What follows belongs to an exercise in optimizing a design on an open flow for small area, a short achievable clock period and few clock cycles; a production flow would make more cautious choices. Where RTL was checked, it was by simulation tests only, not by an equivalence proof against the original.

Setup of build 24:
==> flow/design.v (excerpt) <==
module TriSolve4x4(
    input              clk,
    input              rst,
    input              start,
    input      [511:0] L_in,
    input      [511:0] U_in,
    input      [127:0] b_in,
    output reg         done,
    output     [127:0] x_out
);
==> flow/config.mk <==
export PLATFORM = sky130hd
export DESIGN_NAME = TriSolve4x4
export DESIGN_NICKNAME = TriSolve4x4
export VERILOG_FILES = /design/flow/design.v
export SDC_FILE = /design/flow/constraint.sdc
export NUM_CORES = 8
export LEC_CHECK = 0
export ABC_AREA = 1
export CAP_MARGIN = 20
export CORE_AREA = 3 3 447 447
export DIE_AREA = 0 0 450 450
export SLEW_MARGIN = 20
==> flow/constraint.sdc <==
create_clock -name core_clock -period 150.0 [get_ports {clk}]
set_input_delay 30.0000 -clock core_clock [delete_from_list [all_inputs] [get_ports {clk}]]
set_output_delay 30.0000 -clock core_clock [all_outputs]
set_load 0.01 [all_outputs]
standard.sh (not shown) runs the stock make flow with config.mk's settings and CLKGATE_MAP_FILE= SYNTH_SCRIPT=/design/flow/synth_recipe.tcl, a recipe that flattens the netlist after the stock synthesis.
==> flow/flow/run.sh <==
#!/bin/bash
# The standard layout (standard.sh: the standard flow's synthesis and ORFS flow), except
# that the port buffers are plain buf_1 cells instead of the default choice.
# Every input and output port still gets its own buffer.
set -euo pipefail
bash standard.sh "BUFFER_PORTS_ARGS=-buffer_cell sky130_fd_sc_hd__buf_1" finish > standard_flow.log 2>&1
Testbench counts of build 24, summed over its fixed seeds: cycles 5,520.
Edits applied to the flow inputs when going from build 24 to trial 58:
--- a/flow/design.v
+++ b/flow/design.v
@@ -185,26 +185,26 @@
   wire [31:0] dw0 = L_in[(4*0+0)*32 +: 32];
   wire [31:0] dw1 = L_in[(4*1+1)*32 +: 32];
   wire [31:0] dw2 = L_in[(4*2+2)*32 +: 32];
   wire [31:0] dw3 = L_in[(4*3+3)*32 +: 32];
   wire [31:0] dw4 = U_in[(4*3+3)*32 +: 32];
   wire [31:0] dw5 = U_in[(4*2+2)*32 +: 32];
   wire [31:0] dw6 = U_in[(4*1+1)*32 +: 32];
   wire [31:0] dw7 = U_in[(4*0+0)*32 +: 32];
   reg  [3:0]  mp;        
   reg  [3:0]  dp;        
   wire [3:0]  mpn = mp + 4'd1;
   wire [3:0]  dpn = dp + 4'd1;
-  wire [11:0] mnx = 12'd1 << mpn;    
-  wire [7:0]  dnx = 8'd1 << dpn[2:0];   
+  wire [11:0] mnx = busy ? (12'd1 << mpn) : 12'd1;
+  wire [7:0]  dnx = busy ? (8'd1 << dpn[2:0]) : 8'd1;
   wire [31:0] opbn = ({32{mnx[0]}} & mw0) | ({32{mnx[1]}} & mw1) | ({32{mnx[2]}} & mw2)
                    | ({32{mnx[3]}} & mw3) | ({32{mnx[4]}} & mw4) | ({32{mnx[5]}} & mw5)
                    | ({32{mnx[6]}} & mw6) | ({32{mnx[7]}} & mw7) | ({32{mnx[8]}} & mw8)
                    | ({32{mnx[9]}} & mw9) | ({32{mnx[10]}} & mw10) | ({32{mnx[11]}} & mw11);
   wire [31:0] drn  = ({32{dnx[0]}} & dw0) | ({32{dnx[1]}} & dw1) | ({32{dnx[2]}} & dw2)
                    | ({32{dnx[3]}} & dw3) | ({32{dnx[4]}} & dw4) | ({32{dnx[5]}} & dw5)
                    | ({32{dnx[6]}} & dw6) | ({32{dnx[7]}} & dw7);
   reg  [1:0]  ch;        
   reg  [31:0] opb;       
   wire [1:0] mi = (mp == 4'd0) ? 2'd1 : (mp == 4'd1 || mp == 4'd3 || mp == 4'd6) ? 2'd2 :
                   (mp == 4'd2 || mp == 4'd4 || mp == 4'd5) ? 2'd3 :
                   (mp == 4'd7 || mp == 4'd8) ? 2'd1 : 2'd0;
@@ -342,27 +342,27 @@
   wire [31:0] ngi = (dbusy | fix) ? dwin : nv;
   wire [31:0] ngo = -ngi;
   reg  [W-1:0] sr;
   reg  [31:0]  sn;
   reg  [W+1:0] sx;
   reg  [W+2:0] t1, t2, t3;
   integer s;
   always @* begin
     sr = rr;
     sn = nq;
     for (s = 0; s < 8; s = s + 1) begin
       sx = {sr, sn[31:30]};
-      t1 = {1'b0, sx} - {3'b0, dr[W-1:0]};
-      t2 = {1'b0, sx} - {2'b0, dr[W-1:0], 1'b0};
-      t3 = {1'b0, sx} - {1'b0, dr[W+W+1:W]};
+      t1 = {1'b0, sx} - {3'b0, d8};
+      t2 = {1'b0, sx} - {2'b0, d8, 1'b0};
+      t3 = {1'b0, sx} - {1'b0, d8x3};
       if (!t3[W+2])      begin sr = t3[W-1:0]; sn = {sn[29:0], 2'd3}; end
       else if (!t2[W+2]) begin sr = t2[W-1:0]; sn = {sn[29:0], 2'd2}; end
       else if (!t1[W+2]) begin sr = t1[W-1:0]; sn = {sn[29:0], 2'd1}; end
       else               begin sr = sx[W-1:0]; sn = {sn[29:0], 2'd0}; end
     end
   end
   wire        wq = ~macres[31];                        
   wire [31:0] qn = dwide ? {nq[30:0], wq} : sn;
   wire        dfin = dbusy & (sc == 6'd1);
   wire [31:0] dwin = fix ? sa : qn;
   wire        dwneg = fix | qsg;
   wire [31:0] dwv = dwneg ? ngo : dwin;
@@ -408,30 +408,30 @@
         slot2 <= b_in[95:64];
         slot3 <= b_in[127:96];
       end
     end else begin
       if (dsel[0]) slot0 <= dwdata; else if (msel[0]) slot0 <= mwdata;
       if (dsel[1]) slot1 <= dwdata; else if (msel[1]) slot1 <= mwdata;
       if (dsel[2]) slot2 <= dwdata; else if (msel[2]) slot2 <= mwdata;
       if (dsel[3]) slot3 <= dwdata; else if (msel[3]) slot3 <= mwdata;
     end
   end
   always @(posedge clk) begin
     if (!busy) begin
+      opb <= opbn;
+      dr  <= drn;
       if (start) begin
         mp    <= 4'd0;
         ch    <= 2'd0;
-        opb   <= mw0;
         dp    <= 4'd0;
-        dr    <= dw0;
         sg    <= {3'b0, dw0 == 32'hffffffff};
         ff    <= {3'b0, (dw0[31:1] == 31'd0 && dw0[0]) || (dw0 == 32'hffffffff)};
         ydn   <= 4'd0;
         xdn   <= 4'd0;
         dbusy <= 1'b0;
         fix   <= 1'b0;
       end
     end else begin
       sg <= sg_n;
       if (all_end && sg_n != 4'd0) fix <= 1'b1;
       if (mfire) begin
         if (mlast) begin
@@ -442,28 +442,24 @@
           ch <= ch + 2'd1;
       end
       if (prefold)
         ff[drow] <= 1'b1;
       if (setup && (s_res || s_zero)) begin
         if (!dfwd) xdn[drow] <= 1'b1;
         else       ydn[drow] <= 1'b1;
       end
       if (s_div) begin
         dbusy <= 1'b1;
         qsg   <= nsign ^ dr[31];
         dwide <= ~dnar;
-        if (dnar) begin
-          dr[W-1:0]     <= d8;
-          dr[2*W+1:W]   <= d8x3;
-        end
         rr    <= grp2 ? {W{1'b0}} : nabs[16 +: W];
         nq    <= grp2 ? nabs : {nabs[15:0], 16'd0};
         sc    <= ~dnar ? 6'd32 : (grp2 ? 6'd2 : 6'd1);
       end
       if (dbusy) begin
         nq <= qn;
         rr <= sr;
         sc <= sc - 6'd1;
         if (dfin) begin
           dbusy <= 1'b0;
           if (!dfwd) xdn[drow] <= 1'b1;
           else       ydn[drow] <= 1'b1;
[summary]
Slack of the critical path in trial 58 vs build 24: up 0.21 ns. Between trial 58 and build 24, it is trial 58 whose wire length is lower, by 4.1%. Trial 58 — netlist area before placement 1.5% higher, build 24 as reference. | share of final layout cell area taken by clock buffers and inverters | lower: trial 58 |. Relative area change from synthesis to final layout: lower on trial 58. Measured against each other, build 24 and trial 58 differ in finished layout cell area, the lower figure coming from build 24.
Only the layout flow was run in trial 58; the RTL was not checked for function there.

-- static timing again, ports no longer ideal --
The flow's constraints put no driver on any port. The routed layouts listed below were extracted and timed again, unchanged, in two steps. Step 1 (the two cells are an assumption about what drives the block):
set clk [get_ports {clk}]
set_driving_cell -lib_cell sky130_fd_sc_hd__clkbuf_16 $clk
set_driving_cell -lib_cell sky130_fd_sc_hd__buf_2 [delete_from_list [all_inputs] $clk]
Step 2 adds t to the input delays and takes it off the output delays; t is the mean of the earliest and latest rising clock arrival at the registers after step 1. Input paths then give back, and output paths get back, about the clock's delay inside the block. a / b / c = ideal ports / drivers / drivers and shift; a / b = the first two.
run | t, ns | setup slack, ns | latest minus earliest clock arrival (ns)
build 24 | 0.712 | 118.005 / 118.068 / 117.356 | 0.042 / 0.041
trial 58 | 0.663 | 118.211 / 118.256 / 117.593 | 0.047 / 0.046
After both steps every run listed still meets setup and hold. For build 24, which loses most, drivers alone change the setup slack by +0.063 ns; drivers and shift together by -0.649 ns.
